What follows belongs to an exercise in optimizing a design on an open flow for small area; a production flow would make more cautious choices.
RTL that was checked went through simulation tests only; none was proved equivalent to the original.
Function not checked in run 2: the RTL went through the layout flow alone.
Power and IR drop assume default switching activity.

==> flow/design.v <==
module init_lites (
   input             clk8,
   input             reset8,
   input             frame_busy,
   input      [3:0]  cmd_inst,
   input      [27:0] cmd_data,
   input      [7:0]  sizeplus1,
   output reg        init_done,
   output     [25:0] init_data,
   output reg        init_go
);
   localparam INITINIT  = 3'd0;
   localparam STARTINIT = 3'd1;
   localparam LOOPINIT  = 3'd2;
   localparam INCINIT   = 3'd3;
   localparam DONEINIT  = 3'd4;
   localparam ENDINIT   = 3'd5;
   localparam STARTINC  = 3'd6;   
   reg [2:0] initsm;
   reg [5:0] addr;
   assign init_data = {addr, 20'd0};
   always @(posedge clk8) begin
      if (reset8) begin
         init_done <= 1'b0;
         init_go   <= 1'b0;
         initsm    <= INITINIT;
      end else begin
         case (initsm)
            INITINIT: begin
               init_done <= 1'b0;
               init_go   <= 1'b0;
               initsm    <= STARTINIT;
            end
            STARTINIT, STARTINC: begin
               init_go <= 1'b1;
               initsm  <= frame_busy ? LOOPINIT : STARTINIT;
            end
            LOOPINIT: begin
               init_go <= 1'b0;
               if (!frame_busy && addr == 6'd24)
                  initsm <= DONEINIT;
               else if (!frame_busy)
                  initsm <= INCINIT;
            end
            INCINIT:
               initsm <= STARTINC;
            DONEINIT: begin
               init_done <= 1'b1;
               initsm    <= ENDINIT;
            end
            ENDINIT: begin
               init_done <= 1'b0;
               init_go   <= 1'b0;
               if (cmd_inst == 4'h0)
                  initsm <= INITINIT;
            end
            default:
               initsm <= INITINIT;
         endcase
      end
   end
   always @(posedge clk8) begin
      if (initsm == INITINIT)
         addr <= 6'd0;
      else if (initsm == STARTINC)
         addr <= addr + 6'd1;
   end
endmodule
module pause (
   input             clk8,
   input             reset8,
   input             ce1,
   input      [3:0]  cmd_inst,
   input      [27:0] cmd_data,
   output reg        pause_done
);
   localparam INIT  = 2'd0;
   localparam DELAY = 2'd1;
   localparam START = 2'd2;
   localparam DONE  = 2'd3;
   reg [1:0]  pausesm;
   reg        cnt5en;
   reg        cnt5done;
   reg [8:0]  cnt5ms;
   reg [7:0]  cnt_main;
   reg        calc_randnum;
   reg [11:0] random;
   wire       feedback = ~(random[10] ^ random[9]);
   always @(posedge clk8) begin
      if (reset8) begin
         pause_done   <= 1'b0;
         cnt5en       <= 1'b0;
         calc_randnum <= 1'b0;
         pausesm      <= INIT;
      end else begin
         case (pausesm)
            INIT: begin
               pause_done <= 1'b0;
               if (cmd_inst == 4'h1) begin
                  pausesm <= DELAY;
                  if (cmd_data[27:20] == 8'h00)
                     calc_randnum <= 1'b1;
               end
            end
            DELAY: begin
               calc_randnum <= 1'b0;
               if (cnt_main == 8'h00)
                  pausesm <= DONE;  
               else if (!cnt5done)
                  cnt5en <= 1'b1;
               else begin
                  cnt5en  <= 1'b0;
                  pausesm <= START;
               end
            end
            START:
               pausesm  <= DELAY;  
            DONE: begin
               pause_done <= 1'b1;
               pausesm    <= INIT;
            end
         endcase
      end
   end
   always @(posedge clk8) begin
      if (pausesm == INIT)
         cnt_main <= (cmd_data[27:20] == 8'h00) ? {2'b00, random[5:0]} : cmd_data[27:20];
      else if (pausesm == START)
         cnt_main <= cnt_main - 8'd1;
   end
   always @(posedge clk8) begin
      if (reset8) begin
         cnt5ms   <= 9'd0;
         cnt5done <= 1'b0;
      end else begin
         cnt5done <= 1'b0;
         if (ce1 && cnt5en) begin
            if (cnt5ms == 9'h1FF) begin
               cnt5ms   <= 9'd0;
               cnt5done <= 1'b1;
            end else
               cnt5ms <= cnt5ms + 9'd1;
         end
      end
   end
   always @(posedge clk8) begin
      if (reset8)
         random <= 12'h563;  
      else if (calc_randnum)
         random <= {random[10:0], feedback};
   end
endmodule
module star_sw (
   input            clk8,
   input            ce1,
   input            reset8,
   input            psh_butt,
   output     [1:0] disp_addr,
   output           chng_disp
);
   localparam INIT   = 2'd0;
   localparam S_HI   = 2'd1;
   localparam S_CHNG = 2'd2;
   localparam S_LO   = 2'd3;
   reg [1:0]  mainsm;
   reg        cnt_en;
   reg [1:0]  addr;
   reg        done_cnt;
   reg [14:0] low_cnt;
   assign disp_addr = addr;
   assign chng_disp = (mainsm == S_LO) | (mainsm == INIT & cnt_en);
   always @(posedge clk8) begin
      if (reset8) begin
         cnt_en    <= 1'b0;
         addr      <= 2'b00;
         mainsm    <= INIT;
      end else begin
         case (mainsm)
            INIT: begin
               cnt_en    <= 1'b0;
               if (psh_butt)
                  mainsm <= S_HI;
            end
            S_HI: begin
               if (psh_butt)
                  mainsm <= S_CHNG;
               else
                  mainsm <= INIT;
            end
            S_CHNG: begin
               addr      <= addr + 2'd1;
               mainsm    <= S_LO;
            end
            S_LO: begin
               if (done_cnt)
                  mainsm <= INIT;
               cnt_en <= 1'b1;
            end
         endcase
      end
   end
   always @(posedge clk8) begin
      if (reset8) begin
         low_cnt  <= 15'd0;
         done_cnt <= 1'b0;
      end else begin
         if (cnt_en && !psh_butt) begin
            if (ce1)
               low_cnt <= low_cnt + 15'd1;
         end else
            low_cnt <= 15'd0;
         done_cnt <= low_cnt[14];
      end
   end
endmodule
module chase (
   input            clk8,
   input            reset8,
   input      [3:0] cmd_inst,
   input     [27:0] cmd_data,
   input            prog_busy,
   input            fading,
   output     [5:0] offset,
   output     [7:0] neo_size,
   output     [7:0] sizeplus1,
   output           chase_done
);
   localparam [7:0] TOTAL_LITES  = 8'd24;
   localparam [7:0] TOTAL_MINUS1 = 8'd23;
   localparam INIT  = 3'd0;
   localparam JUMP  = 3'd1;
   localparam START = 3'd2;
   localparam DONE  = 3'd3;
   localparam INITD = 3'd4;   
   reg [2:0] chasesm;
   reg       cnt_up;
   reg       cnt_clear;
   reg       pb_dly;          
   reg [7:0] count;
   reg [7:0] step;
   wire cnt_en = (chasesm == DONE);
   assign offset     = count[5:0];
   assign sizeplus1  = TOTAL_LITES;
   assign neo_size   = TOTAL_MINUS1;
   assign chase_done = (chasesm == INITD);
   always @(posedge clk8) begin
      if (reset8)
         chasesm   <= INIT;
      else begin
         case (chasesm)
            INIT, INITD: begin
               chasesm   <= (cmd_inst == 4'h5) ? JUMP : INIT;
            end
            JUMP:    chasesm <= START;
            START:   chasesm <= DONE;
            DONE:    chasesm <= INITD;
            default: chasesm <= INIT;
         endcase
      end
   end
   always @(posedge clk8) begin
      if (chasesm == INIT || chasesm == INITD) begin
         step      <= cmd_data[27:20];
         cnt_up    <= cmd_data[12];
         cnt_clear <= cmd_data[13];
      end
   end
   always @(posedge clk8)
      pb_dly <= prog_busy;
   wire [7:0] size = (step == 8'h00) ? 8'h01 : step;
   wire [7:0] leap = count + size;
   wire [7:0] lm24 = leap - TOTAL_LITES;                   
   wire [8:0] diff = {1'b0, count} - {1'b0, size};         
   always @(posedge clk8) begin
      if (reset8 || prog_busy)
         count <= 8'h00;
      else if (cnt_en) begin
         if (cnt_clear || pb_dly)
            count <= 8'h00;
         else if (fading)
            count <= count;
         else if (cnt_up)
            count <= (leap > TOTAL_MINUS1) ? lm24 : leap;
         else
            count <= diff[8] ? 8'h00 - lm24 : diff[7:0];    
      end
   end
endmodule
module rainbow (
   input             clk8,
   input             reset8,
   input      [3:0]  cmd_inst,
   input      [27:0] cmd_data,
   input             prog_busy,
   output            rbow_en,
   output     [11:0] rbow_data,
   output            rbow_done
);
   localparam INIT  = 2'd0;
   localparam START = 2'd1;
   localparam DONE  = 2'd2;
   localparam INITD = 2'd3;   
   reg [1:0] rbowsm;
   reg       cnt_on;
   reg       main_en;
   reg [1:0] phase;
   reg [3:0] stp;
   wire cnt_en = (rbowsm == DONE);
   wire [3:0] up = stp;
   wire [3:0] dn = ~stp;
   wire [3:0] red_cnt = (phase == 2'd0) ? dn : (phase == 2'd2) ? up : 4'h0;
   wire [3:0] grn_cnt = (phase == 2'd0) ? up : (phase == 2'd1) ? dn : 4'h0;
   wire [3:0] blu_cnt = (phase == 2'd1) ? up : (phase == 2'd2) ? dn : 4'h0;
   assign rbow_en   = main_en;
   assign rbow_data = {blu_cnt, grn_cnt, red_cnt};
   assign rbow_done = (rbowsm == INITD);
   always @(posedge clk8) begin
      if (reset8) begin
         main_en   <= 1'b0;
         rbowsm    <= INIT;
      end else begin
         case (rbowsm)
            INIT, INITD: begin
               rbowsm <= (cmd_inst == 4'hB) ? START : INIT;
               if (prog_busy)
                  main_en <= 1'b0;
            end
            START: begin
               main_en <= cnt_on;
               rbowsm  <= DONE;
            end
            default:
               rbowsm <= INITD;
         endcase
      end
   end
   always @(posedge clk8) begin
      if (rbowsm == INIT || rbowsm == INITD)
         cnt_on <= cmd_data[12];
   end
   always @(posedge clk8) begin
      if (reset8 || !main_en || prog_busy) begin
         phase <= 2'd0;
         stp   <= 4'd0;
      end else if (cnt_en) begin
         if (stp == 4'd14) begin
            stp   <= 4'd0;
            phase <= (phase == 2'd2) ? 2'd0 : phase + 2'd1;
         end else
            stp <= stp + 4'd1;
      end
   end
endmodule
module fade (
   input             clk8,
   input             reset8,
   input      [3:0]  cmd_inst,
   input      [27:0] cmd_data,
   input             prog_busy,
   output reg        fading,
   output            fade_en,
   output     [7:0]  fade_data,
   output            fade_done
);
   localparam INIT  = 2'd0;
   localparam START = 2'd1;
   localparam DONE  = 2'd2;
   localparam INITD = 2'd3;   
   reg [1:0] fadesm;
   reg       cnt_on;
   reg       cnt_up;
   reg       cnt_updly;
   reg       main_en;
   reg [7:0] count;
   reg [1:0] cnt_by;
   reg [1:0] cnt_lolim;
   reg [1:0] cnt_uplim;
   reg [1:0] incr_c;      
   reg [1:0] min_c;       
   reg [1:0] up_c;        
   reg [1:0] maxup_c;     
   reg [1:0] lo_c;        
   reg [1:0] lel_c;       
   wire cnt_en = (fadesm == DONE);
   assign fade_done = (fadesm == INITD);
   assign fade_en   = main_en;
   assign fade_data = count;
   function [7:0] pow2;
      input [1:0] c;
      pow2 = 8'h01 << c;
   endfunction
   function [7:0] uplim_of;
      input [1:0] c;
      case (c)
         2'b00: uplim_of = 8'hC0;
         2'b01: uplim_of = 8'h80;
         2'b10: uplim_of = 8'h60;
         default: uplim_of = 8'h40;
      endcase
   endfunction
   function [7:0] lolim_of;
      input [1:0] c;
      case (c)
         2'b00: lolim_of = 8'h01;
         2'b01: lolim_of = 8'h04;
         2'b10: lolim_of = 8'h08;
         default: lolim_of = 8'h10;
      endcase
   endfunction
   wire [7:0] incr2    = pow2(incr_c);
   wire [7:0] cnt_min  = pow2(min_c);
   wire [7:0] cnt_max  = uplim_of(maxup_c) - cnt_min;
   wire [7:0] lolim    = lolim_of(lo_c);
   wire [7:0] loestlim = lolim_of(lel_c) - (fade_done ? cnt_min : incr2);
   always @(posedge clk8) begin
      if (reset8) begin
         main_en   <= 1'b0;
         fadesm    <= INIT;
      end else begin
         case (fadesm)
            INIT, INITD: begin
               fadesm    <= (cmd_inst == 4'h7) ? START : INIT;
               if (prog_busy)
                  main_en <= 1'b0;
            end
            START: begin
               main_en <= cnt_on;
               fadesm  <= DONE;
            end
            default:
               fadesm <= INITD;
         endcase
      end
   end
   always @(posedge clk8) begin
      if (fadesm == INIT || fadesm == INITD) begin
         cnt_on    <= cmd_data[12];
         cnt_by    <= cmd_data[21:20];
         cnt_uplim <= cmd_data[23:22];
         cnt_lolim <= cmd_data[25:24];
      end
   end
   always @(posedge clk8) begin
      if (reset8) begin
         count     <= 8'h00;
         cnt_up    <= 1'b1;
         cnt_updly <= 1'b1;
      end else begin
         cnt_updly <= cnt_up;
         if (!main_en || prog_busy || (incr_c != min_c)) begin
            count  <= 8'h00;
            cnt_up <= 1'b1;
         end else if (cnt_en) begin
            if (count >= cnt_max)
               cnt_up <= 1'b0;
            else if (count <= cnt_min || count <= lolim)
               cnt_up <= 1'b1;
            if (cnt_up)
               count <= count + incr2;
            else
               count <= count - incr2;
         end
      end
   end
   always @(posedge clk8) begin
      if (reset8)
         fading <= 1'b0;
      else
         fading <= !(!main_en || prog_busy || count == loestlim || (!cnt_updly && cnt_up));
   end
   always @(posedge clk8) begin
      if (reset8) begin
         up_c    <= 2'b00;
         incr_c  <= 2'b00;
         maxup_c <= 2'b00;
         min_c   <= 2'b00;
         lo_c    <= 2'b00;
      end else if (cnt_en) begin
         up_c    <= cnt_uplim;
         incr_c  <= cnt_by;
         maxup_c <= up_c;
         min_c   <= incr_c;
         lo_c    <= cnt_lolim;
      end
   end
   always @(posedge clk8) begin
      if (reset8)
         lel_c <= 2'b00;
      else if (fade_done)
         lel_c <= lo_c;
   end
endmodule
module set_lites (
   input             clk8,
   input             reset8,
   input             frame_busy,
   input      [3:0]  cmd_inst,
   input      [27:0] cmd_data,
   input      [5:0]  offset,
   input      [7:0]  sizeplus1,
   input             fade_en,
   input      [7:0]  fade_data,
   input             fading,
   input             rbow_en,
   input      [11:0] rbow_data,
   output            set_done,
   output     [25:0] set_data,
   output reg        set_go
);
   localparam S_INIT    = 4'd0;
   localparam S_START   = 4'd1;
   localparam S_ADDRLIM = 4'd2;
   localparam S_NUM     = 4'd3;
   localparam S_DLY1    = 4'd4;
   localparam S_COLOR   = 4'd5;
   localparam S_DLY2    = 4'd6;
   localparam S_SEL     = 4'd7;
   localparam S_GO1     = 4'd8;   
   localparam S_GO      = 4'd9;
   localparam S_WAIT    = 4'd10;
   localparam S_END     = 4'd11;
   localparam P_INIT  = 2'd0;
   localparam P_WE    = 2'd1;
   localparam P_PAUSE = 2'd2;
   localparam P_MEM   = 2'd3;
   reg [3:0]  setsm;
   reg [6:0]  addrsum;
   reg [5:0]  rand_addr;
   reg [7:0]  briteness;
   reg [11:0] color_lat;
   reg        set_path;
   reg [11:0] color;
   reg        calc_randnum;
   reg        addr64;
   reg        col_done;
   reg        random_en;
   reg [11:0] random;
   wire       feedback = ~(random[10] ^ random[9]);
   reg [1:0]  palsm;
   reg [3:0]  pal_addr;
   reg [11:0] pal_color;
   reg        pal_done;
   reg [191:0] palette;
   wire go1 = (setsm == S_GO1);
   assign set_data[25:20] = addr64 ? rand_addr : addrsum[5:0];
   assign set_data[19:12] = fade_en ? fade_data : briteness;
   assign set_data[11:0]  = rbow_en ? rbow_data : (set_path ? color_lat : color);
   assign set_done = col_done | pal_done;
   always @(posedge clk8) begin
      if (reset8) begin
         col_done     <= 1'b0;
         set_go       <= 1'b0;
         calc_randnum <= 1'b0;
         setsm        <= S_INIT;
      end else begin
         case (setsm)
            S_INIT: begin
               col_done  <= 1'b0;
               set_go    <= 1'b0;
               if (cmd_inst == 4'h3 || cmd_inst == 4'h4)
                  setsm <= S_START;
            end
            S_START:
               setsm <= S_ADDRLIM;
            S_ADDRLIM: begin
               if (!set_path && (color_lat[0] || addr64))
                  setsm <= S_NUM;
               else if (!set_path)
                  setsm <= S_SEL;
               else
                  setsm <= S_GO;
            end
            S_NUM: begin
               calc_randnum <= random_en;
               setsm <= S_DLY1;
            end
            S_DLY1: begin
               calc_randnum <= 1'b0;
               setsm        <= S_COLOR;
            end
            S_COLOR: setsm <= S_DLY2;
            S_DLY2:  setsm <= S_SEL;
            S_SEL:   setsm <= S_GO1;
            S_GO1, S_GO: begin
               set_go <= 1'b1;
               setsm  <= frame_busy ? S_WAIT : S_GO;
            end
            S_WAIT: begin
               set_go <= 1'b0;
               if (!frame_busy)
                  setsm <= S_END;
            end
            S_END: begin
               col_done <= 1'b1;
               setsm    <= S_INIT;
            end
            default:
               setsm <= S_INIT;
         endcase
      end
   end
   always @(posedge clk8) begin
      if (setsm == S_INIT) begin
         addr64    <= cmd_data[26];
         briteness <= cmd_data[19:12];
         color_lat <= cmd_data[11:0];
         set_path  <= (cmd_inst == 4'h4);
      end
      if (setsm == S_INIT)
         addrsum <= {1'b0, cmd_data[25:20]};
      else if (setsm == S_START)
         addrsum <= addrsum + {1'b0, offset};
      else if (setsm == S_ADDRLIM && addrsum >= 7'd24)
         addrsum <= addrsum - 7'd24;
   end
   always @(posedge clk8) begin
      if (reset8)
         random_en <= 1'b1;
      else if (!fade_en)
         random_en <= 1'b1;
      else if (calc_randnum)
         random_en <= 1'b0;
      else
         random_en <= !fading;
   end
   always @(posedge clk8) begin
      if (reset8)
         random <= 12'h563;
      else if (calc_randnum)
         random <= {random[10:0], feedback};
   end
   always @(posedge clk8) begin
      if (reset8)
         color <= 12'd0;
      else if (setsm == S_COLOR && color_lat[0])
         color <= palette[random[3:0]*12 +: 12];
   end
   always @(posedge clk8) begin
      if (reset8)
         rand_addr <= 6'd0;
      else if (go1 && addr64) begin
         if (random[9:4] <= 6'd24)
            rand_addr <= random[9:4];
         else if (!random[6])
            rand_addr <= {3'b000, random[11:9]};
         else if (!random[5])
            rand_addr <= {3'b010, random[11:9]};
         else
            rand_addr <= {3'b001, random[11:9]};
      end
   end
   always @(posedge clk8) begin
      if (reset8) begin
         pal_done  <= 1'b0;
         palsm     <= P_INIT;
      end else begin
         case (palsm)
            P_INIT: begin
               pal_done  <= 1'b0;
               if (cmd_inst == 4'h9)
                  palsm <= P_WE;
            end
            P_WE:    palsm <= P_PAUSE;
            P_PAUSE: palsm <= P_MEM;
            P_MEM: begin
               pal_done <= 1'b1;
               palsm    <= P_INIT;
            end
         endcase
      end
   end
   always @(posedge clk8) begin
      if (palsm == P_INIT) begin
         pal_addr  <= cmd_data[23:20];
         pal_color <= cmd_data[11:0];
      end
   end
   localparam [191:0] PAL_INIT = {
      12'hF0C, 12'hF00, 12'h33F, 12'hCCC, 12'h0F0, 12'h0CF, 12'h03F, 12'h00F,
      12'hF0C, 12'hF00, 12'hCF0, 12'h3F0, 12'h0F0, 12'h0CF, 12'h03F, 12'h00F};
   genvar e;
   generate
      for (e = 0; e < 16; e = e + 1) begin : pal_entry
         wire        pal_ld = reset8 | (palsm == P_PAUSE && pal_addr == e);
         wire [11:0] pal_d  = reset8 ? PAL_INIT[e*12 +: 12] : pal_color;
         always @(posedge clk8)
            if (pal_ld)
               palette[e*12 +: 12] <= pal_d;
      end
   endgenerate
endmodule
module L2RnR2L(clk8,reset8,frame_busy,cmd_inst,cmd_data,neo_size,sizeplus1,
   l2r_data,l2r_done,l2r_go);
   input clk8;
   input reset8;
   input frame_busy;
   input [3:0] cmd_inst;
   input [27:0] cmd_data;
   input [7:0] neo_size;
   input [7:0] sizeplus1;
   output l2r_done;
   output [25:0] l2r_data;
   output l2r_go;
   localparam s_cmd   = 4'd0;   
   localparam s_start = 4'd1;
   localparam s_addr  = 4'd2;
   localparam s_lim   = 4'd3;
   localparam s_cmp   = 4'd4;
   localparam s_color = 4'd5;
   localparam s_go1   = 4'd6;   
   localparam s_go    = 4'd7;
   localparam s_busy1 = 4'd8;   
   localparam s_busy  = 4'd9;
   localparam s_done  = 4'd10;
   localparam s_cmd1  = 4'd11;  
   localparam i_init  = 3'd0;
   localparam i_start = 3'd1;
   localparam i_addr  = 3'd2;
   localparam i_loop  = 3'd3;
   localparam i_iter  = 3'd4;
   localparam i_next  = 3'd5;
   localparam i_pause = 3'd6;
   reg [3:0] mainsm;
   reg [2:0] num_lites;
   reg [7:0] brite;
   reg [4:0] address;
   reg [1:0] cmp;
   reg [2:0] iteraysm;
   reg       iteray_en;
   reg       iteray_done;
   reg [2:0] snap_lites;
   reg       snap_valid;
   reg [4:0] iteray;
   reg       iteray_up;
   reg [11:0] random;
   reg [2:0]  col_code;
   wire calc_lim  = (mainsm == s_cmp);
   wire sel_color = (mainsm == s_go1);
   wire calc_addr = (mainsm == s_cmd1);
   assign l2r_go   = (mainsm == s_go) | (mainsm == s_busy1);
   assign l2r_done = calc_addr;
   wire feedback = random[10] ~^ random[9];
   wire [4:0] inner_rite_lite = 5'd24 - {2'b00, snap_lites};
   wire [4:0] inner_rite_lim  = snap_valid ? (5'd23 - {2'b00, snap_lites}) : 5'd0;
   always @(posedge clk8) begin
      if (reset8)
         mainsm <= s_cmd;
      else
         case (mainsm)
            s_cmd, s_cmd1:
               mainsm <= (cmd_inst == 4'h6) ? s_start : s_cmd;
            s_start: mainsm <= s_addr;
            s_addr:  mainsm <= s_lim;
            s_lim:   mainsm <= s_cmp;
            s_cmp:   mainsm <= s_color;
            s_color: mainsm <= s_go1;
            s_go1, s_go:
               mainsm <= frame_busy ? s_busy1 : s_go;
            s_busy1, s_busy:
               mainsm <= frame_busy ? s_busy : s_done;
            s_done:  mainsm <= s_cmd1;
            default: mainsm <= s_cmd;
         endcase
   end
   always @(posedge clk8) begin
      if (mainsm == s_cmd || mainsm == s_cmd1) begin
         num_lites <= cmd_data[22:20];
         brite     <= cmd_data[19:12];
      end
   end
   always @(posedge clk8) begin
      if (reset8)
         address <= 5'b00000;
      else if (calc_addr)
         address <= (address == 5'd23) ? 5'b00000 : address + 1'b1;
   end
   wire [4:0] left_addr_hi = {2'b00, num_lites} + iteray;
   wire [4:0] rite_addr_lo = inner_rite_lim - iteray;
   wire [4:0] rite_addr_hi = 5'd23 - iteray;
   always @(posedge clk8) begin
      if (calc_lim)
         cmp <= {(address >= iteray) & (address <= left_addr_hi),
                 (address >= rite_addr_lo) & (address <= rite_addr_hi)};
   end
   always @(posedge clk8) begin
      if (reset8) begin
         snap_valid  <= 1'b0;
         iteray_en   <= 1'b0;
         iteray_done <= 1'b0;
         iteraysm    <= i_init;
      end else
         case (iteraysm)
            i_init: begin
               iteray_en   <= 1'b0;
               iteray_done <= 1'b0;
               if (sel_color)
                  iteraysm <= i_start;
            end
            i_start: begin
               snap_valid <= 1'b1;
               iteraysm   <= i_addr;
            end
            i_addr:
               if (address[4:3] == 2'b01)
                  iteraysm <= i_loop;
            i_loop:
               if (iteray_up == 1'b0 && iteray == 5'b00000)
                  iteraysm <= i_pause;
               else
                  iteraysm <= i_iter;
            i_iter: begin
               iteray_en <= 1'b1;
               iteraysm  <= i_next;
            end
            i_next: begin
               iteray_en <= 1'b0;
               if (address[4])
                  iteraysm <= i_addr;
            end
            i_pause: begin
               iteray_done <= 1'b1;
               if (address == 5'd23 && calc_addr)
                  iteraysm <= i_init;
            end
            default:
               iteraysm <= i_init;
         endcase
   end
   always @(posedge clk8) begin
      if (iteraysm == i_start)
         snap_lites <= num_lites;
   end
   always @(posedge clk8) begin
      if (reset8) begin
         iteray    <= 5'b00000;
         iteray_up <= 1'b1;
      end else begin
         if (iteray_en && iteray == inner_rite_lite)
            iteray_up <= 1'b0;
         else if (iteray_done)
            iteray_up <= 1'b1;
         if (iteray_en) begin
            if (iteray_up && iteray < inner_rite_lite)
               iteray <= iteray + 1'b1;
            else
               iteray <= iteray - 1'b1;
         end
      end
   end
   always @(posedge clk8) begin
      if (reset8)
         random <= 12'h563;
      else if (calc_addr && address == 5'd15)
         random <= {random[10:0], feedback};
   end
   wire hold_col = (mainsm == s_go) | (mainsm == s_busy1) | (mainsm == s_busy) |
                   (mainsm == s_done) | (mainsm == s_cmd1);
   always @(posedge clk8) begin
      if (reset8)
         col_code <= 3'b000;
      else if (iteray_done && !hold_col)
         col_code <= {1'b1, random[11:10]};
   end
   reg [11:0] d_color;
   always @(*) begin
      case (cmp)
         2'b01:  
            casez (col_code)
               3'b0??:  d_color = 12'h0F0;
               3'b100, 3'b101: d_color = 12'h00F;
               3'b110:  d_color = 12'h80F;
               default: d_color = 12'h0F0;
            endcase
         2'b10:  
            casez (col_code)
               3'b0??:  d_color = 12'h00F;
               3'b100:  d_color = 12'h080;
               3'b110:  d_color = 12'h08F;
               default: d_color = 12'h800;
            endcase
         2'b11:  
            casez (col_code)
               3'b0??:  d_color = 12'h0FF;
               3'b100:  d_color = 12'h08F;
               3'b101:  d_color = 12'h80F;
               3'b110:  d_color = 12'h88F;
               default: d_color = 12'h8F0;
            endcase
         default: d_color = 12'h000;
      endcase
   end
   wire [7:0] briter = brite + {1'b0, brite[7:1]};
   assign l2r_data = {1'b0, address, (cmp == 2'b11) ? briter : brite, d_color};
endmodule
module tasks2do (
   input             clk8,
   input             reset8,
   input             ce1,
   input      [3:0]  cmd_inst,
   input      [27:0] cmd_data,
   input             timeout_done,
   input             prog_busy,
   input             frame_busy,
   input             neo_busy,
   input             disp_sel_n,
   output reg        frame_start,
   output reg [25:0] frame_data,
   output reg        shared_done,
   output     [7:0]  neo_size,
   output     [1:0]  disp_addr,
   output            chng_disp
);
   wire        init_done, init_go;
   wire [25:0] init_data;
   wire        set_done, set_go;
   wire [25:0] set_data;
   wire [5:0]  offset;
   wire        chase_done;
   wire        pause_done;
   wire        l2r_done, l2r_go;
   wire [25:0] l2r_data;
   wire        fading, fade_en, fade_done;
   wire [7:0]  fade_data;
   wire        rbow_en, rbow_done;
   wire [11:0] rbow_data;
   wire [7:0]  neo_size_int;
   wire [7:0]  sizeplus1;
   reg         f_start_int;
   reg  [1:0]  latch_sel;    
   wire dual_busy = frame_busy | neo_busy;
   wire psh_butt  = ~disp_sel_n;
   assign neo_size = neo_size_int;
   init_lites init_0 (
      .clk8(clk8), .reset8(reset8), .frame_busy(dual_busy),
      .cmd_inst(cmd_inst), .cmd_data(cmd_data), .sizeplus1(sizeplus1),
      .init_done(init_done), .init_data(init_data), .init_go(init_go));
   set_lites set_lites_0 (
      .clk8(clk8), .reset8(reset8), .frame_busy(dual_busy),
      .cmd_inst(cmd_inst), .cmd_data(cmd_data), .offset(offset),
      .sizeplus1(sizeplus1), .fade_en(fade_en), .fade_data(fade_data),
      .fading(fading), .rbow_en(rbow_en), .rbow_data(rbow_data),
      .set_done(set_done), .set_data(set_data), .set_go(set_go));
   chase chase_0 (
      .clk8(clk8), .reset8(reset8), .cmd_inst(cmd_inst), .cmd_data(cmd_data),
      .prog_busy(prog_busy), .fading(fading), .offset(offset),
      .neo_size(neo_size_int), .sizeplus1(sizeplus1), .chase_done(chase_done));
   pause pause_0 (
      .clk8(clk8), .reset8(reset8), .ce1(ce1), .cmd_inst(cmd_inst),
      .cmd_data(cmd_data), .pause_done(pause_done));
   L2RnR2L l2r_0 (
      .clk8(clk8), .reset8(reset8), .frame_busy(dual_busy),
      .cmd_inst(cmd_inst), .cmd_data(cmd_data), .neo_size(neo_size_int),
      .sizeplus1(sizeplus1), .l2r_done(l2r_done), .l2r_data(l2r_data),
      .l2r_go(l2r_go));
   fade fade_0 (
      .clk8(clk8), .reset8(reset8), .cmd_inst(cmd_inst), .cmd_data(cmd_data),
      .prog_busy(prog_busy), .fading(fading), .fade_en(fade_en),
      .fade_data(fade_data), .fade_done(fade_done));
   rainbow rainbow_0 (
      .clk8(clk8), .reset8(reset8), .cmd_inst(cmd_inst), .cmd_data(cmd_data),
      .prog_busy(prog_busy), .rbow_en(rbow_en), .rbow_data(rbow_data),
      .rbow_done(rbow_done));
   star_sw neo_sw_0 (
      .clk8(clk8), .ce1(ce1), .reset8(reset8), .psh_butt(psh_butt),
      .disp_addr(disp_addr), .chng_disp(chng_disp));
   always @(posedge clk8) begin
      if (reset8) begin
         frame_start <= 1'b0;
         f_start_int <= 1'b0;
         shared_done <= 1'b0;
         latch_sel   <= 2'd0;
      end else begin
         frame_start <= f_start_int;
         if (init_go || set_go || l2r_go) begin
            f_start_int <= 1'b1;
            latch_sel   <= (init_go & ~set_go & ~l2r_go) ? 2'd1 :
                           (set_go & ~init_go & ~l2r_go) ? 2'd2 :
                           (l2r_go & ~init_go & ~set_go) ? 2'd3 : 2'd0;
         end else if (init_done || set_done || chase_done || pause_done ||
                      l2r_done || fade_done || timeout_done || rbow_done) begin
            shared_done <= 1'b1;
            latch_sel   <= 2'd0;
         end else begin
            f_start_int <= 1'b0;
            shared_done <= 1'b0;
         end
      end
   end
   always @(posedge clk8) begin
      if (reset8)
         frame_data <= 26'd0;
      else begin
         case (latch_sel)
            2'd1:    frame_data <= init_data;
            2'd2:    frame_data <= set_data;
            2'd3:    frame_data <= l2r_data;
            default: frame_data <= 26'd0;
         endcase
      end
   end
endmodule
==> flow/flow/run.sh <==
#!/bin/bash
# Layout: the standard flow (standard.sh), with two changes passed to
# ORFS through its own variables: the port buffers are buf_1 cells, and the
# clock tree uses clkbuf_16 cells on clusters of up to 28 flip-flops without
# dummy loads.  The whole output goes to standard.log here; ORFS keeps each
# step's log under orfs/logs.
set -euo pipefail
export BUFFER_PORTS_ARGS="-buffer_cell sky130_fd_sc_hd__buf_1"
export CTS_ARGS="-sink_clustering_enable -repair_clock_nets -sink_clustering_size 28 -sink_clustering_max_diameter 100 -buf_list sky130_fd_sc_hd__clkbuf_16 -dont_use_dummy_load"
bash standard.sh > standard.log 2>&1
==> flow/standard.sh <==
#!/bin/bash
# synth_recipe.tcl (not shown) runs the flow's synth.tcl, then flattens the netlist and writes it again
# the make line also repeats each setting of config.mk as NAME=value (left out here)
make -C /OpenROAD-flow-scripts/flow DESIGN_CONFIG=/design/flow/config.mk WORK_HOME=/design/flow/orfs CLKGATE_MAP_FILE= SYNTH_SCRIPT=/design/flow/synth_recipe.tcl "${@:-finish}"
==> flow/config.mk <==
export PLATFORM = sky130hd
export DESIGN_NAME = tasks2do
export DESIGN_NICKNAME = tasks2do
export VERILOG_FILES = /design/flow/design.v
export SDC_FILE = /design/flow/constraint.sdc
export NUM_CORES = 4
export LEC_CHECK = 0
export CAP_MARGIN = 20
export CORE_MARGIN = 2
export CORE_UTILIZATION = 70
export SLEW_MARGIN = 20
==> flow/constraint.sdc <==
create_clock -name core_clock -period 10.0 [get_ports {clk8}]
set_input_delay 2.0000 -clock core_clock [delete_from_list [all_inputs] [get_ports {clk8}]]
set_output_delay 2.0000 -clock core_clock [all_outputs]
set_load 0.01 [all_outputs]
==> run_summary.xml, run 1 <==
<?xml version="1.0" encoding="UTF-8"?>
<metrics>
  <group name="finish">
    <metric name="ratio_of_cells_with_drive_above_1_in_the_final_layout" unit="%">7.82</metric>
    <metric name="areaGrowthSynthToFinish" unit="%">3.85</metric>
    <metric name="finish.net_count" unit="">2283</metric>
    <metric name="filler_cell_count" unit="">2382</metric>
    <metric name="instances_no_fill" unit="">2560</metric>
    <metric name="layout.cell_area.non_filler" unit="mm²">0.0250</metric>
  </group>
  <group name="cts">
    <metric name="postCtsHoldBufs" unit="">0</metric>
    <metric name="cts_setup_buffers" unit="">0</metric>
    <metric name="cts.reportedPaths.clkPinSlew" unit="ps">110</metric>
    <metric name="ctsHtreeMaxLevel" unit="">1</metric>
    <metric name="cts_repair_resize_count" unit="">0</metric>
    <metric name="inserted_clock_buffers" unit="">21</metric>
    <metric name="ctsLongestPathBuffers" unit="">3</metric>
    <metric name="ctsRootBufferMaster" unit="">sky130_fd_sc_hd__clkbuf_16</metric>
    <metric name="clock_latency" unit="ps">560</metric>
    <metric name="tritoncts" unit="">done</metric>
    <metric name="cts_sinks" unit="">492</metric>
  </group>
  <group name="sta">
    <metric name="highest_achievable_clock_rate" unit="MHz">243</metric>
    <metric name="worst_slack" unit="ps">5890</metric>
    <metric name="clock_period_minus_worst_slack" unit="ps">4110</metric>
    <metric name="period_share" unit="%">41.1</metric>
    <metric name="worst_slew_margin_rel" unit="%">24.8</metric>
    <metric name="setup_violations" unit="">0</metric>
    <metric name="tns" unit="ps">0</metric>
    <metric name="fin_worst_skew" unit="ps">51.1</metric>
    <metric name="worst_pin_slew" unit="ps">1130</metric>
    <metric name="rsz_0062_raised_after_global_routing" unit="">no</metric>
    <metric name="finalMaxSlewViolations" unit="">0</metric>
    <metric name="final-hold-violation-count" unit="">0</metric>
  </group>
  <group name="global_route">
    <metric name="grt_antenna_before_repair" unit="">1</metric>
    <metric name="grt_start_max_net_pins" unit="">67</metric>
    <metric name="grt_use_total" unit="%">29.4</metric>
    <metric name="grt_overflow" unit="">0</metric>
    <metric name="number_of_global_route_vias_before_repair" unit="">15400</metric>
    <metric name="grt_first_pass_wirelength" unit="mm">82.5</metric>
  </group>
  <group name="synthesis">
    <metric name="synth_area" unit="mm²">0.0241</metric>
    <metric name="synth_commonest_cells" unit="">sky130_fd_sc_hd__edfxtp_1 (278), sky130_fd_sc_hd__nor2_1 (233), sky130_fd_sc_hd__dfxtp_1 (214), sky130_fd_sc_hd__nand2_1 (153), sky130_fd_sc_hd__a21oi_1 (137)</metric>
    <metric name="synthCells" unit="">2124</metric>
    <metric name="synth-async-reset-ratio" unit="%">0</metric>
    <metric name="synth_cell_type_count" unit="">97</metric>
    <metric name="synth_sequential_area_ratio" unit="%">52.5</metric>
    <metric name="synth_area_leader_cell" unit="">sky130_fd_sc_hd__edfxtp_1</metric>
    <metric name="synth-seq-cells" unit="">492</metric>
    <metric name="synth_largest_type_area_fraction" unit="%">34.7</metric>
    <metric name="avgSynthCellArea" unit="µm²">11.3</metric>
    <metric name="yosys_most_used_dff" unit="">sky130_fd_sc_hd__edfxtp_1</metric>
    <metric name="synth_top_cells_by_area" unit="">sky130_fd_sc_hd__edfxtp_1 (35%), sky130_fd_sc_hd__dfxtp_1 (18%), sky130_fd_sc_hd__ha_1 (6.3%)</metric>
    <metric name="synth_most_common_cell" unit="">sky130_fd_sc_hd__edfxtp_1</metric>
    <metric name="synth-warning-count" unit="">9</metric>
    <metric name="synth_edf_count" unit="">278</metric>
  </group>
  <group name="outcome">
    <metric name="status" unit="">finished clean</metric>
  </group>
  <group name="placed_design">
    <metric name="gp_congestion" unit="">0.923</metric>
    <metric name="post_detailed_placement_cell_area" unit="mm²">0.0245</metric>
    <metric name="hpwl" unit="mm">36.4</metric>
    <metric name="pre_cts_ws" unit="ps">5870</metric>
    <metric name="io_buffer_count" unit="">70</metric>
    <metric name="placed_cells" unit="">2538</metric>
  </group>
  <group name="floorplan">
    <metric name="start_util" unit="%">71.4</metric>
    <metric name="die_area" unit="mm²">0.0359</metric>
    <metric name="row_count" unit="">67</metric>
    <metric name="chipWidth" unit="µm">189</metric>
    <metric name="top_level_ports" unit="">79</metric>
    <metric name="die_y" unit="µm">189</metric>
    <metric name="design.core.area" unit="mm²">0.0337</metric>
  </group>
  <group name="routing">
    <metric name="antenna_violating_nets_post_route" unit="">0</metric>
    <metric name="drtIter0Drc" unit="">1279</metric>
    <metric name="wl_per_cell" unit="µm">20.4</metric>
    <metric name="post-route-drc-count" unit="">0</metric>
    <metric name="postRouteWirelength" unit="mm">52.3</metric>
    <metric name="dr_total_vias" unit="">15900</metric>
    <metric name="drt-vias-per-instance" unit="">6.23</metric>
    <metric name="detail_route.first_pass.iterations" unit="">5</metric>
  </group>
  <group name="hold_path">
    <metric name="worst_hold_startpoint" unit="">l2r_0.random[1]</metric>
    <metric name="min_path_type" unit="">flop to flop</metric>
    <metric name="min_path_cells" unit="">2</metric>
    <metric name="min_to" unit="">l2r_0.random[2]</metric>
  </group>
  <group name="run">
    <metric name="cap_viol_max_count" unit="">0</metric>
  </group>
  <group name="critical_path">
    <metric name="cp_peak_stage_delay" unit="ps">440</metric>
    <metric name="critical_path_cell_with_the_highest_stage_delay" unit="">sky130_fd_sc_hd__edfxtp_1</metric>
    <metric name="crit_type" unit="">flop to flop</metric>
    <metric name="crit_required" unit="ps">10480</metric>
    <metric name="setup.worst_path.start_class" unit="">flop</metric>
    <metric name="critical_path.reg2reg.endpoint" unit="">chase_0.count[6]</metric>
    <metric name="worst_setup_path_end_kind" unit="">flop</metric>
    <metric name="timing.critical_path.arrival" unit="ps">4580</metric>
    <metric name="setup.worst_path.start" unit="">chase_0.step[2]</metric>
    <metric name="reg2regPathDepth" unit="">15</metric>
    <metric name="r2r-start" unit="">chase_0.step[2]</metric>
    <metric name="setup_slack_reg_to_reg" unit="ps">5890</metric>
    <metric name="worst-path-max-fanout" unit="">10</metric>
    <metric name="series_of_cell_instances_along_the_critical_path" unit="">nor4_1 -&gt; a41o_1 -&gt; ha_1 -&gt; fa_1 -&gt; nand2b_1 -&gt; a21oi_4 -&gt; xnor2_1 -&gt; ha_1 -&gt; nor3b_1 -&gt; a311oi_1 -&gt; o211ai_2 -&gt; nor4_1 -&gt; xnor2_1 -&gt; o221ai_1 -&gt; a31oi_1</metric>
  </group>
  <group name="pwr">
    <metric name="pwr_density_cell" unit="mW/mm²">170</metric>
    <metric name="leakage" unit="µW">0.00926</metric>
    <metric name="ir_worst_vdd" unit="V">0.000189</metric>
  </group>
</metrics>
[report_power, final]
part | internal [µW] | switching (µW)
Combinational | 339 | 434
Clock | 379 | 575
Sequential | 2340 | 170
Total | 3060 | 1180
[how the worst max path moves through the flow]
stage	depth (start not counted)	slack (ps)	endpoint
after global placement	4	5880	set_lites_0.palette[157]
final	15	5890	chase_0.count[6]
after detailed placement	4	5870	set_lites_0.palette[169]
after CTS	15	5940	chase_0.count[6]
after global routing	15	5560	chase_0.count[6]
after floorplan	16	6460	chase_0.count[5]
[through the flow]
step           total power, µW  utilization (%)  hold slack, ps
2_1_floorplan             3100                -             431
3_3_place_gp              3280             72.6             441
3_5_place_dp              3320             72.6             447
4_1_cts                   4250             74.2             465
5_1_grt                   4430             74.2             486
6_report                  4240             74.2             461
[state kept, by name, indices dropped and copies added, names as in the netlist, 9 cells and up, named ones only]
signal                 flops
frame_data                26
l2r_0.random              12
neo_sw_0.low_cnt          15
pause_0.cnt5ms             9
pause_0.random            11
set_lites_0.color         12
set_lites_0.color_lat     12
set_lites_0.pal_color     12
set_lites_0.palette      192
set_lites_0.random        12
[cell families after synthesis]
logic type / after synthesis / share of synthesized area (%)
AND/OR/NAND/NOR: 693 / 14.1
other: 2 / 0.0312
XOR/XNOR: 96 / 3.52
AO/OA/AOI/OAI: 358 / 9.60
adder cells (fa/ha/maj): 130 / 7.01
multiplexers: 162 / 9.90
buffers and inverters: 191 / 3.34
flip-flops: 492 / 52.5
[critical path: cells and delay by family (launching register included)]
| kind | cells | cell delay (ps) |
|---|---|---|
| compound gates | 6 | 1340 |
| simple gates | 4 | 930 |
| fa+ha+maj | 3 | 910 |
| flops | 1 | 440 |
| xor+xnor | 2 | 400 |
[area by class of cell]
class | count | area, µm² | share of cell area, %
Clock buffer | 21 | 526 | 2.10
Multi-Input combinational cell | 1447 | 10700 | 42.7
Antenna cell | 1 | 2.50 | 0.0100
Inverter | 73 | 274 | 1.10
Sequential cell | 492 | 12600 | 50.5
Timing Repair Buffer | 78 | 327 | 1.31
Tap cell | 448 | 561 | 2.24
[layout by cell type (no fill, tap or decap), types with 32 or more instances in the layout]
cell type,instances
sky130_fd_sc_hd__edfxtp_1,278
sky130_fd_sc_hd__nor2_1,232
sky130_fd_sc_hd__dfxtp_1,211
sky130_fd_sc_hd__nand2_1,153
sky130_fd_sc_hd__a21oi_1,136
sky130_fd_sc_hd__ha_1,121
sky130_fd_sc_hd__mux2i_1,95
sky130_fd_sc_hd__inv_1,73
sky130_fd_sc_hd__buf_1,69
sky130_fd_sc_hd__o21ai_0,63
sky130_fd_sc_hd__nor2b_1,63
sky130_fd_sc_hd__mux4_2,60
sky130_fd_sc_hd__xnor2_1,57
sky130_fd_sc_hd__nand3_1,40
sky130_fd_sc_hd__nand2b_1,38
sky130_fd_sc_hd__xor2_1,38
sky130_fd_sc_hd__or2_2,36
sky130_fd_sc_hd__nor3_1,32
[metal layers]
layer / global-route usage (%) / wire length [µm] / up-vias
met5: 0 / 0 / -
met4: 8.23 / 1390 / 0
met3: 3.23 / 3550 / 87
met2: 50.3 / 25600 / 569
met1: 40.2 / 21800 / 7696
li1: - / - / 7594
==> run 2: changes to the inputs <==
--- a/flow/design.v
+++ b/flow/design.v
@@ -854,10 +854,8 @@
          random <= {random[10:0], feedback};
    end
-   wire hold_col = (mainsm == s_go) | (mainsm == s_busy1) | (mainsm == s_busy) |
-                   (mainsm == s_done) | (mainsm == s_cmd1);
    always @(posedge clk8) begin
       if (reset8)
          col_code <= 3'b000;
-      else if (iteray_done && !hold_col)
+      else if (iteray_done)
          col_code <= {1'b1, random[11:10]};
    end
@@ -966,10 +964,8 @@
    always @(posedge clk8) begin
       if (reset8) begin
-         frame_start <= 1'b0;
          f_start_int <= 1'b0;
          shared_done <= 1'b0;
          latch_sel   <= 2'd0;
       end else begin
-         frame_start <= f_start_int;
          if (init_go || set_go || l2r_go) begin
             f_start_int <= 1'b1;
@@ -988,14 +984,11 @@
    end
    always @(posedge clk8) begin
-      if (reset8)
-         frame_data <= 26'd0;
-      else begin
-         case (latch_sel)
-            2'd1:    frame_data <= init_data;
-            2'd2:    frame_data <= set_data;
-            2'd3:    frame_data <= l2r_data;
-            default: frame_data <= 26'd0;
-         endcase
-      end
+      frame_start <= f_start_int;
+      case (latch_sel)
+         2'd1:    frame_data <= init_data;
+         2'd2:    frame_data <= set_data;
+         2'd3:    frame_data <= l2r_data;
+         default: frame_data <= 26'd0;
+      endcase
    end
 endmodule
--- a/flow/config.mk
+++ b/flow/config.mk
@@ -8,4 +8,4 @@
 export CAP_MARGIN = 20
 export CORE_MARGIN = 2
-export CORE_UTILIZATION = 70
+export CORE_UTILIZATION = 80
 export SLEW_MARGIN = 20
==> run_summary.xml, run 2 <==
<?xml version="1.0" encoding="UTF-8"?>
<metrics>
  <group name="finish">
    <metric name="register_bank_with_the_most_flops" unit="">set_lites_0.palette</metric>
    <metric name="layout.cell_area.non_filler" unit="mm²">0.0247</metric>
    <metric name="regs_by_ff_count" unit="">set_lites_0.palette: 192 flops, frame_data: 26 flops, neo_sw_0.low_cnt: 15 flops</metric>
    <metric name="largest_register_ff_count" unit="">192</metric>
    <metric name="highest_count_cells_in_the_layout_ignoring_fill_and_taps" unit="">sky130_fd_sc_hd__edfxtp_1 (278), sky130_fd_sc_hd__nor2_1 (220), sky130_fd_sc_hd__dfxtp_1 (212)</metric>
    <metric name="areaGrowthSynthToFinish" unit="%">3.82</metric>
    <metric name="filler_cell_count" unit="">1584</metric>
    <metric name="ratio_of_cells_with_drive_above_1_in_the_final_layout" unit="%">7.56</metric>
    <metric name="finish.net_count" unit="">2235</metric>
    <metric name="final_common_cell" unit="">sky130_fd_sc_hd__edfxtp_1</metric>
  </group>
  <group name="global_route">
    <metric name="grt_overflow" unit="">0</metric>
    <metric name="number_of_global_route_vias_before_repair" unit="">15900</metric>
    <metric name="grt_use_total" unit="%">38.5</metric>
    <metric name="grt_start_max_net_pins" unit="">90</metric>
    <metric name="grt_antenna_before_repair" unit="">3</metric>
    <metric name="grt_first_pass_wirelength" unit="mm">90.9</metric>
  </group>
  <group name="floorplan">
    <metric name="die_area" unit="mm²">0.0311</metric>
    <metric name="design.core.area" unit="mm²">0.0295</metric>
    <metric name="start_util" unit="%">80.6</metric>
    <metric name="chipWidth" unit="µm">176</metric>
    <metric name="row_count" unit="">63</metric>
    <metric name="die_y" unit="µm">176</metric>
    <metric name="top_level_ports" unit="">79</metric>
  </group>
  <group name="placed_design">
    <metric name="io_buffer_count" unit="">70</metric>
    <metric name="gp_congestion" unit="">0.891</metric>
    <metric name="hpwl" unit="mm">41.4</metric>
    <metric name="pre_cts_ws" unit="ps">5310</metric>
    <metric name="post_detailed_placement_cell_area" unit="mm²">0.0241</metric>
  </group>
  <group name="cts">
    <metric name="clock_latency" unit="ps">570</metric>
    <metric name="tritoncts" unit="">done</metric>
    <metric name="ctsLongestPathBuffers" unit="">3</metric>
    <metric name="cts_setup_buffers" unit="">0</metric>
    <metric name="inserted_clock_buffers" unit="">21</metric>
    <metric name="cts_sinks" unit="">492</metric>
    <metric name="ctsRootBufferMaster" unit="">sky130_fd_sc_hd__clkbuf_16</metric>
    <metric name="ctsHtreeMaxLevel" unit="">1</metric>
    <metric name="cts.reportedPaths.clkPinSlew" unit="ps">110</metric>
    <metric name="cts_repair_resize_count" unit="">0</metric>
    <metric name="postCtsHoldBufs" unit="">0</metric>
  </group>
  <group name="routing">
    <metric name="drt-vias-per-instance" unit="">6.74</metric>
    <metric name="antenna_violating_nets_post_route" unit="">0</metric>
    <metric name="detail_route.first_pass.iterations" unit="">5</metric>
    <metric name="wl_per_cell" unit="µm">24.1</metric>
    <metric name="postRouteWirelength" unit="mm">59.2</metric>
    <metric name="drtIter0Drc" unit="">1996</metric>
    <metric name="dr_total_vias" unit="">16600</metric>
    <metric name="post-route-drc-count" unit="">0</metric>
  </group>
  <group name="critical_path">
    <metric name="critical_path_cell_with_the_highest_stage_delay" unit="">sky130_fd_sc_hd__buf_4</metric>
    <metric name="critical_path.reg2reg.endpoint" unit="">chase_0.count[5]</metric>
    <metric name="crit_required" unit="ps">10430</metric>
    <metric name="cp_peak_stage_delay" unit="ps">800</metric>
    <metric name="critical_path.endpoint" unit="">neo_sw_0.low_cnt[12]</metric>
    <metric name="worst_setup_path_end_kind" unit="">flop</metric>
    <metric name="setup.worst_path.start" unit="">reset8</metric>
    <metric name="reg2regPathDepth" unit="">14</metric>
    <metric name="timing.critical_path.arrival" unit="ps">4640</metric>
    <metric name="setup.worst_path.start_class" unit="">primary input</metric>
    <metric name="series_of_cell_instances_along_the_critical_path" unit="">clkbuf_4 -&gt; buf_4 -&gt; buf_4 -&gt; nand3b_1 -&gt; nor2_1</metric>
    <metric name="worst-path-max-fanout" unit="">89</metric>
    <metric name="timing.critical_path.mode_cell" unit="">sky130_fd_sc_hd__buf_4</metric>
    <metric name="setup_slack_reg_to_reg" unit="ps">6250</metric>
    <metric name="r2r-start" unit="">chase_0.step[6]</metric>
    <metric name="crit_type" unit="">primary input to flop</metric>
  </group>
  <group name="synthesis">
    <metric name="synth_sequential_area_ratio" unit="%">53.1</metric>
    <metric name="synth_commonest_cells" unit="">sky130_fd_sc_hd__edfxtp_1 (278), sky130_fd_sc_hd__nor2_1 (221), sky130_fd_sc_hd__dfxtp_1 (214), sky130_fd_sc_hd__a21oi_1 (125), sky130_fd_sc_hd__nand2_1 (123)</metric>
    <metric name="synth-async-reset-ratio" unit="%">0</metric>
    <metric name="synth_cell_type_count" unit="">81</metric>
    <metric name="synth_area" unit="mm²">0.0238</metric>
    <metric name="synth_area_leader_cell" unit="">sky130_fd_sc_hd__edfxtp_1</metric>
    <metric name="synth_largest_type_area_fraction" unit="%">35.1</metric>
    <metric name="avgSynthCellArea" unit="µm²">11.4</metric>
    <metric name="synth_most_common_cell" unit="">sky130_fd_sc_hd__edfxtp_1</metric>
    <metric name="yosys_most_used_dff" unit="">sky130_fd_sc_hd__edfxtp_1</metric>
    <metric name="synth_edf_count" unit="">278</metric>
    <metric name="synth_top_cells_by_area" unit="">sky130_fd_sc_hd__edfxtp_1 (35%), sky130_fd_sc_hd__dfxtp_1 (18%), sky130_fd_sc_hd__ha_1 (6.4%)</metric>
    <metric name="synth-seq-cells" unit="">492</metric>
    <metric name="synthCells" unit="">2076</metric>
    <metric name="synth-warning-count" unit="">9</metric>
  </group>
  <group name="sta">
    <metric name="final-hold-violation-count" unit="">0</metric>
    <metric name="fin_worst_hold_slack" unit="ps">372</metric>
    <metric name="worst_slew_margin_rel" unit="%">32.4</metric>
    <metric name="rsz_0062_raised_after_global_routing" unit="">no</metric>
    <metric name="tns" unit="ps">0</metric>
    <metric name="period_share" unit="%">42.0</metric>
    <metric name="highest_achievable_clock_rate" unit="MHz">238</metric>
    <metric name="clock_period_minus_worst_slack" unit="ps">4200</metric>
    <metric name="finalMaxSlewViolations" unit="">0</metric>
    <metric name="worst_slack" unit="ps">5800</metric>
    <metric name="fin_worst_skew" unit="ps">43.2</metric>
    <metric name="setup_violations" unit="">0</metric>
    <metric name="worst_pin_slew" unit="ps">1010</metric>
  </group>
  <group name="pwr">
    <metric name="power.total" unit="µW">4460</metric>
    <metric name="power.share.clock" unit="%">21.6</metric>
    <metric name="power.switching_fraction" unit="%">28.9</metric>
    <metric name="internal_power" unit="µW">3170</metric>
    <metric name="leakage" unit="µW">0.00916</metric>
    <metric name="power_switching" unit="µW">1290</metric>
    <metric name="share_seq_of_total_power" unit="%">60.5</metric>
    <metric name="power.combinational.fraction" unit="%">18.0</metric>
    <metric name="pwr_density_cell" unit="mW/mm²">181</metric>
    <metric name="ir_worst_vdd" unit="V">0.000238</metric>
  </group>
  <group name="outcome">
    <metric name="status" unit="">finished clean</metric>
  </group>
  <group name="hold_path">
    <metric name="min_path_type" unit="">flop to flop</metric>
  </group>
  <group name="run">
    <metric name="cap_viol_max_count" unit="">0</metric>
  </group>
</metrics>
[run 2: cell count changes after synthesis, moves of 10 or more]
cell	change
sky130_fd_sc_hd__mux2i_1	-11
sky130_fd_sc_hd__a211o_1	+10
sky130_fd_sc_hd__nand2_1	-30
sky130_fd_sc_hd__buf_1	-10
sky130_fd_sc_hd__nor2_1	-12
sky130_fd_sc_hd__nand3_1	-13
sky130_fd_sc_hd__clkbuf_1	+18
sky130_fd_sc_hd__a21oi_1	-12
sky130_fd_sc_hd__o21ai_0	+10
[run 2: kinds of logic (layout without fill, tap and decap cells)]
group / Yosys count / after routing / synth area share (%)
compound gates: 374 / 374 / 10.2
simple gates: 636 / 636 / 13.1
xor+xnor: 97 / 97 / 3.57
mux: 149 / 149 / 9.46
buf+inv: 196 / 177 / 3.37
other cells: 2 / 13 / 0.0316
fa+ha+maj: 130 / 130 / 7.10
flops: 492 / 492 / 53.1
[run 2: how the worst min path moves through the flow]
stage | cells after the start | slack (ps) | startpoint | to
global placement | 0 | 340 | f_start_int | frame_start
finish | 0 | 370 | f_start_int | frame_start
global route | 0 | 370 | f_start_int | frame_start
detailed placement | 0 | 350 | f_start_int | frame_start
CTS | 0 | 370 | f_start_int | frame_start
floorplan | 0 | 330 | f_start_int | frame_start
[run 2: critical path, delay by kind of cell]
| family | cells | cell delay (ps) |
|---|---|---|
| AND/OR/NAND/NOR | 2 | 660 |
| buffers and inverters | 3 | 1910 |
[run 2: layout make-up]
type | instances | area, µm² | share of cell area [%]
Sequential cell | 492 | 12600 | 51.2
Multi-Input combinational cell | 1394 | 10400 | 42.0
Clock buffer | 21 | 526 | 2.13
Tap cell | 390 | 488 | 1.98
Timing Repair Buffer | 80 | 354 | 1.43
Inverter | 76 | 285 | 1.16
Antenna cell | 5 | 12.5 | 0.0507
[run 2: power by group through the flow]
| stage | logic [µW] | clock network, µW | registers, µW |
|---|---|---|---|
| after CTS | 788 | 958 | 2680 |
| final | 802 | 962 | 2700 |
| after global placement | 724 | 0 | 2700 |
| after detailed placement | 777 | 0 | 2720 |
| after floorplan | 641 | 0 | 2560 |
| after global routing | 862 | 1010 | 2710 |
[run 2: layer usage]
layer	up-vias	GRT usage [%]	wire length (µm)
li1	7441	-	-
met1	8002	49.5	21700
met2	947	65.5	29000
met3	181	5.68	5470
met4	0	16.8	3080
met5	-	0	0
[run 2: per-stage QoR]
stage	std cells	utilization (%)
CTS	2453	83.6
finish	2458	83.7
global route	2453	83.7
floorplan	2082	-
detailed placement	2432	81.8
global placement	2430	81.7
==> run 3: changes to the inputs <==
--- a/flow/design.v
+++ b/flow/design.v
@@ -84,5 +84,4 @@
    reg [8:0]  cnt5ms;
    reg [7:0]  cnt_main;
-   reg        calc_randnum;
    reg [11:0] random;
    wire       feedback = ~(random[10] ^ random[9]);
@@ -91,5 +90,4 @@
          pause_done   <= 1'b0;
          cnt5en       <= 1'b0;
-         calc_randnum <= 1'b0;
          pausesm      <= INIT;
       end else begin
@@ -97,12 +95,8 @@
             INIT: begin
                pause_done <= 1'b0;
-               if (cmd_inst == 4'h1) begin
+               if (cmd_inst == 4'h1)
                   pausesm <= DELAY;
-                  if (cmd_data[27:20] == 8'h00)
-                     calc_randnum <= 1'b1;
-               end
             end
             DELAY: begin
-               calc_randnum <= 1'b0;
                if (cnt_main == 8'h00)
                   pausesm <= DONE;  
@@ -134,12 +128,7 @@
          cnt5done <= 1'b0;
       end else begin
-         cnt5done <= 1'b0;
-         if (ce1 && cnt5en) begin
-            if (cnt5ms == 9'h1FF) begin
-               cnt5ms   <= 9'd0;
-               cnt5done <= 1'b1;
-            end else
-               cnt5ms <= cnt5ms + 9'd1;
-         end
+         cnt5done <= ce1 && cnt5en && (cnt5ms == 9'h1FF);
+         if (ce1 && cnt5en)
+            cnt5ms <= cnt5ms + 9'd1;    
       end
    end
@@ -147,5 +136,5 @@
       if (reset8)
          random <= 12'h563;  
-      else if (calc_randnum)
+      else if (pausesm == INIT && cmd_inst == 4'h1 && cmd_data[27:20] == 8'h00)
          random <= {random[10:0], feedback};
    end
@@ -531,8 +520,6 @@
    reg        set_path;
    reg [11:0] color;
-   reg        calc_randnum;
    reg        addr64;
    reg        col_done;
-   reg        random_en;
    reg [11:0] random;
    wire       feedback = ~(random[10] ^ random[9]);
@@ -551,5 +538,4 @@
          col_done     <= 1'b0;
          set_go       <= 1'b0;
-         calc_randnum <= 1'b0;
          setsm        <= S_INIT;
       end else begin
@@ -571,12 +557,6 @@
                   setsm <= S_GO;
             end
-            S_NUM: begin
-               calc_randnum <= random_en;
-               setsm <= S_DLY1;
-            end
-            S_DLY1: begin
-               calc_randnum <= 1'b0;
-               setsm        <= S_COLOR;
-            end
+            S_NUM:   setsm <= S_DLY1;
+            S_DLY1:  setsm <= S_COLOR;
             S_COLOR: setsm <= S_DLY2;
             S_DLY2:  setsm <= S_SEL;
@@ -616,16 +596,7 @@
    always @(posedge clk8) begin
       if (reset8)
-         random_en <= 1'b1;
-      else if (!fade_en)
-         random_en <= 1'b1;
-      else if (calc_randnum)
-         random_en <= 1'b0;
-      else
-         random_en <= !fading;
-   end
-   always @(posedge clk8) begin
-      if (reset8)
          random <= 12'h563;
-      else if (calc_randnum)
+      else if (setsm == S_ADDRLIM && !set_path && (color_lat[0] || addr64) &&
+               !(fade_en && fading))
          random <= {random[10:0], feedback};
    end
--- a/flow/config.mk
+++ b/flow/config.mk
@@ -8,4 +8,4 @@
 export CAP_MARGIN = 20
 export CORE_MARGIN = 2
-export CORE_UTILIZATION = 80
+export CORE_UTILIZATION = 70
 export SLEW_MARGIN = 20
==> run_summary.xml, run 3 <==
<?xml version="1.0" encoding="UTF-8"?>
<metrics>
  <group name="critical_path">
    <metric name="path_delay_family" unit="">buffers and inverters</metric>
    <metric name="r2r-start" unit="">chase_0.step[1]</metric>
    <metric name="worst_setup_path_end_kind" unit="">flop</metric>
    <metric name="crit_buf_inv" unit="">2</metric>
    <metric name="series_of_cell_instances_along_the_critical_path" unit="">clkbuf_4 -&gt; buf_4 -&gt; nor2_1 -&gt; nand4_1 -&gt; a211oi_1 -&gt; a31o_2</metric>
    <metric name="setup.worst_path.start_class" unit="">primary input</metric>
    <metric name="worst-path-max-fanout" unit="">72</metric>
    <metric name="reg2regPathDepth" unit="">14</metric>
    <metric name="critical_path_cell_with_the_highest_stage_delay" unit="">sky130_fd_sc_hd__buf_4</metric>
    <metric name="setup.worst_path.start" unit="">reset8</metric>
    <metric name="crit_type" unit="">primary input to flop</metric>
    <metric name="path_depth" unit="">6</metric>
    <metric name="crit_required" unit="ps">10440</metric>
    <metric name="timing.critical_path.arrival" unit="ps">4470</metric>
    <metric name="cp_peak_stage_delay" unit="ps">730</metric>
  </group>
  <group name="placed_design">
    <metric name="gp_congestion" unit="">0.893</metric>
    <metric name="placed_cells" unit="">2461</metric>
    <metric name="hpwl" unit="mm">36.5</metric>
    <metric name="io_buffer_count" unit="">70</metric>
  </group>
  <group name="finish">
    <metric name="instances_no_fill" unit="">2484</metric>
    <metric name="finish.net_count" unit="">2206</metric>
    <metric name="ratio_of_cells_with_drive_above_1_in_the_final_layout" unit="%">7.33</metric>
    <metric name="largest_register_ff_count" unit="">192</metric>
    <metric name="utilization" unit="%">73.6</metric>
    <metric name="regs_by_ff_count" unit="">set_lites_0.palette: 192 flops, frame_data: 26 flops, neo_sw_0.low_cnt: 15 flops</metric>
    <metric name="highest_count_cells_in_the_layout_ignoring_fill_and_taps" unit="">sky130_fd_sc_hd__edfxtp_1 (278), sky130_fd_sc_hd__nor2_1 (212), sky130_fd_sc_hd__dfxtp_1 (208)</metric>
    <metric name="register_bank_with_the_most_flops" unit="">set_lites_0.palette</metric>
    <metric name="filler_cell_count" unit="">2299</metric>
    <metric name="areaGrowthSynthToFinish" unit="%">4.29</metric>
    <metric name="final_common_cell" unit="">sky130_fd_sc_hd__edfxtp_1</metric>
  </group>
  <group name="global_route">
    <metric name="grt_start_max_net_pins" unit="">73</metric>
    <metric name="grt_overflow" unit="">0</metric>
    <metric name="number_of_global_route_vias_before_repair" unit="">14800</metric>
    <metric name="grt_antenna_before_repair" unit="">3</metric>
    <metric name="grt_use_total" unit="%">30.2</metric>
    <metric name="grt_first_pass_wirelength" unit="mm">82.3</metric>
  </group>
  <group name="sta">
    <metric name="worst_slew_margin_rel" unit="%">33.3</metric>
    <metric name="tns" unit="ps">0</metric>
    <metric name="rsz_0062_raised_after_global_routing" unit="">no</metric>
    <metric name="fin_worst_skew" unit="ps">41.5</metric>
    <metric name="highest_achievable_clock_rate" unit="MHz">248</metric>
    <metric name="setup_violations" unit="">0</metric>
    <metric name="worst_pin_slew" unit="ps">1000</metric>
    <metric name="clock_period_minus_worst_slack" unit="ps">4040</metric>
    <metric name="final-hold-violation-count" unit="">0</metric>
    <metric name="finalMaxSlewViolations" unit="">0</metric>
    <metric name="period_share" unit="%">40.4</metric>
  </group>
  <group name="synthesis">
    <metric name="synth_most_common_cell" unit="">sky130_fd_sc_hd__edfxtp_1</metric>
    <metric name="synth_top_cells_by_area" unit="">sky130_fd_sc_hd__edfxtp_1 (36%), sky130_fd_sc_hd__dfxtp_1 (18%), sky130_fd_sc_hd__ha_1 (6.5%)</metric>
    <metric name="synthCells" unit="">2039</metric>
    <metric name="synth_largest_type_area_fraction" unit="%">35.5</metric>
    <metric name="synth_cell_type_count" unit="">82</metric>
    <metric name="yosys_most_used_dff" unit="">sky130_fd_sc_hd__edfxtp_1</metric>
    <metric name="synth_area" unit="mm²">0.0235</metric>
    <metric name="synth-warning-count" unit="">9</metric>
    <metric name="synth_edf_count" unit="">278</metric>
    <metric name="avgSynthCellArea" unit="µm²">11.5</metric>
    <metric name="synth_commonest_cells" unit="">sky130_fd_sc_hd__edfxtp_1 (278), sky130_fd_sc_hd__nor2_1 (213), sky130_fd_sc_hd__dfxtp_1 (211), sky130_fd_sc_hd__nand2_1 (123), sky130_fd_sc_hd__ha_1 (122)</metric>
    <metric name="synth-async-reset-ratio" unit="%">0</metric>
    <metric name="synth_area_leader_cell" unit="">sky130_fd_sc_hd__edfxtp_1</metric>
    <metric name="synth-seq-cells" unit="">489</metric>
    <metric name="synth_sequential_area_ratio" unit="%">53.5</metric>
  </group>
  <group name="cts">
    <metric name="cts_setup_buffers" unit="">0</metric>
    <metric name="clock_latency" unit="ps">560</metric>
    <metric name="ctsHtreeMaxLevel" unit="">1</metric>
    <metric name="ctsRootBufferMaster" unit="">sky130_fd_sc_hd__clkbuf_16</metric>
    <metric name="postCtsHoldBufs" unit="">0</metric>
    <metric name="inserted_clock_buffers" unit="">21</metric>
    <metric name="cts.reportedPaths.clkPinSlew" unit="ps">110</metric>
    <metric name="cts_repair_resize_count" unit="">0</metric>
    <metric name="ctsLongestPathBuffers" unit="">3</metric>
    <metric name="cts_sinks" unit="">489</metric>
    <metric name="tritoncts" unit="">done</metric>
  </group>
  <group name="floorplan">
    <metric name="die_area" unit="mm²">0.0351</metric>
    <metric name="start_util" unit="%">70.6</metric>
    <metric name="top_level_ports" unit="">79</metric>
    <metric name="die_y" unit="µm">187</metric>
    <metric name="chipWidth" unit="µm">187</metric>
    <metric name="row_count" unit="">67</metric>
    <metric name="design.core.area" unit="mm²">0.0333</metric>
  </group>
  <group name="routing">
    <metric name="drt-vias-per-instance" unit="">6.24</metric>
    <metric name="wl_per_cell" unit="µm">21.2</metric>
    <metric name="dr_total_vias" unit="">15500</metric>
    <metric name="antenna_violating_nets_post_route" unit="">0</metric>
    <metric name="drtIter0Drc" unit="">1391</metric>
    <metric name="post-route-drc-count" unit="">0</metric>
    <metric name="postRouteWirelength" unit="mm">52.5</metric>
    <metric name="detail_route.first_pass.iterations" unit="">5</metric>
  </group>
  <group name="run">
    <metric name="cap_viol_max_count" unit="">0</metric>
  </group>
  <group name="hold_path">
    <metric name="min_path_cells" unit="">0</metric>
    <metric name="min_path_type" unit="">flop to flop</metric>
    <metric name="worst_hold_startpoint" unit="">f_start_int</metric>
  </group>
  <group name="pwr">
    <metric name="leakage" unit="µW">0.00903</metric>
    <metric name="ir_worst_vdd" unit="V">0.000179</metric>
    <metric name="pwr_density_cell" unit="mW/mm²">185</metric>
  </group>
  <group name="outcome">
    <metric name="status" unit="">finished clean</metric>
  </group>
</metrics>
-- run 3: cell count changes in the layout (fill, tap and decap cells not counted), moves of 6 or more --
cell / previous run / this run
sky130_fd_sc_hd__a21oi_1: 125 / 115
sky130_fd_sc_hd__nor2_1: 220 / 212
sky130_fd_sc_hd__inv_1: 76 / 83
sky130_fd_sc_hd__nand3_1: 27 / 20
sky130_fd_sc_hd__and2_1: 9 / 3
sky130_fd_sc_hd__o21ai_0: 74 / 68
-- run 3: kinds of logic (layout without fill, tap and decap cells) --
family / Yosys count / after routing / share of synthesized area (%)
XOR/XNOR: 96 / 96 / 3.61
AND/OR/NAND/NOR: 611 / 611 / 12.6
other: 2 / 10 / 0.0320
adder cells (fa/ha/maj): 130 / 130 / 7.18
buffers and inverters: 194 / 183 / 3.30
multiplexers: 151 / 151 / 9.65
flip-flops: 489 / 489 / 53.5
AO/OA/AOI/OAI: 366 / 366 / 10.1
-- run 3: path summary, 6_finish.rpt --
path                      end  slack [ps]
min reg2reg       frame_start         370
max           fade_0.count[7]        5960
min               frame_start         370
max reg2reg  chase_0.count[6]        6260
-- run 3: area by class of cell --
class,instances,area (µm²),area share (%)
Antenna cell,2,5.00,0.0204
Clock buffer,21,526,2.14
Inverter,85,319,1.30
Multi-Input combinational cell,1362,10200,41.6
Sequential cell,489,12600,51.3
Tap cell,448,561,2.29
Timing Repair Buffer,77,319,1.30
-- run 3: per-stage QoR --
stage | power [µW] | setup slack [ps] | cell area (µm²) | hold WS (ps)
after floorplan | 3290 | 6260 | 23500 | 331
after global placement | 3570 | 5470 | 24000 | 350
after detailed placement | 3610 | 5430 | 24000 | 355
after CTS | 4550 | 5990 | 24500 | 370
after global routing | 4730 | 5830 | 24500 | 382
final | 4540 | 5960 | 24500 | 366
-- run 3: routing by layer --
| layer | vias to the layer above | GRT usage, % | share of wire [%] |
|---|---|---|---|
| li1 | 7335 | - | - |
| met1 | 7570 | 41.2 | 41 |
| met2 | 506 | 50.8 | 49 |
| met3 | 89 | 3.56 | 6.6 |
| met4 | 2 | 10.5 | 3.6 |
| met5 | - | 0 | 0.025 |
-- run 3: where the power goes --
part	switching (µW)	leakage (µW)	total [µW]	internal (µW)
sequential	246	0.00443	2690	2450
combinational	494	0.00434	894	400
clock	574	0.000259	953	379

static timing again, ports no longer ideal:
No port has a modelled driver above. Below, the same layouts with a new extraction and two added sets of constraints. Step 1 (the two cells are an assumption about what drives the block):
set clk [get_ports {clk8}]
set_driving_cell -lib_cell sky130_fd_sc_hd__clkbuf_16 $clk
set_driving_cell -lib_cell sky130_fd_sc_hd__buf_2 [delete_from_list [all_inputs] $clk]
Step 2 also shifts input and output timing later by t, the mid clock arrival at the registers, as if the neighbouring blocks saw the same clock. a / b / c = ideal / step 1 / step 2; a / b = the first two.
run	t (ns)	slack for setup (ns)	slew at the worst register clock pin (ns)	worst data-port slew with drivers (ns)
run 1	0.593	5.892 / 5.892 / 5.834	0.11 / 0.11	0.10
run 2	0.600	5.795 / 5.734 / 5.134	0.11 / 0.11	0.11
run 3	0.603	5.963 / 5.999 / 5.396	0.11 / 0.11	0.16
After both steps setup and hold are still met in every run listed. For run 2, which loses most, drivers alone change the setup slack by -0.061 ns; drivers and shift together by -0.661 ns.
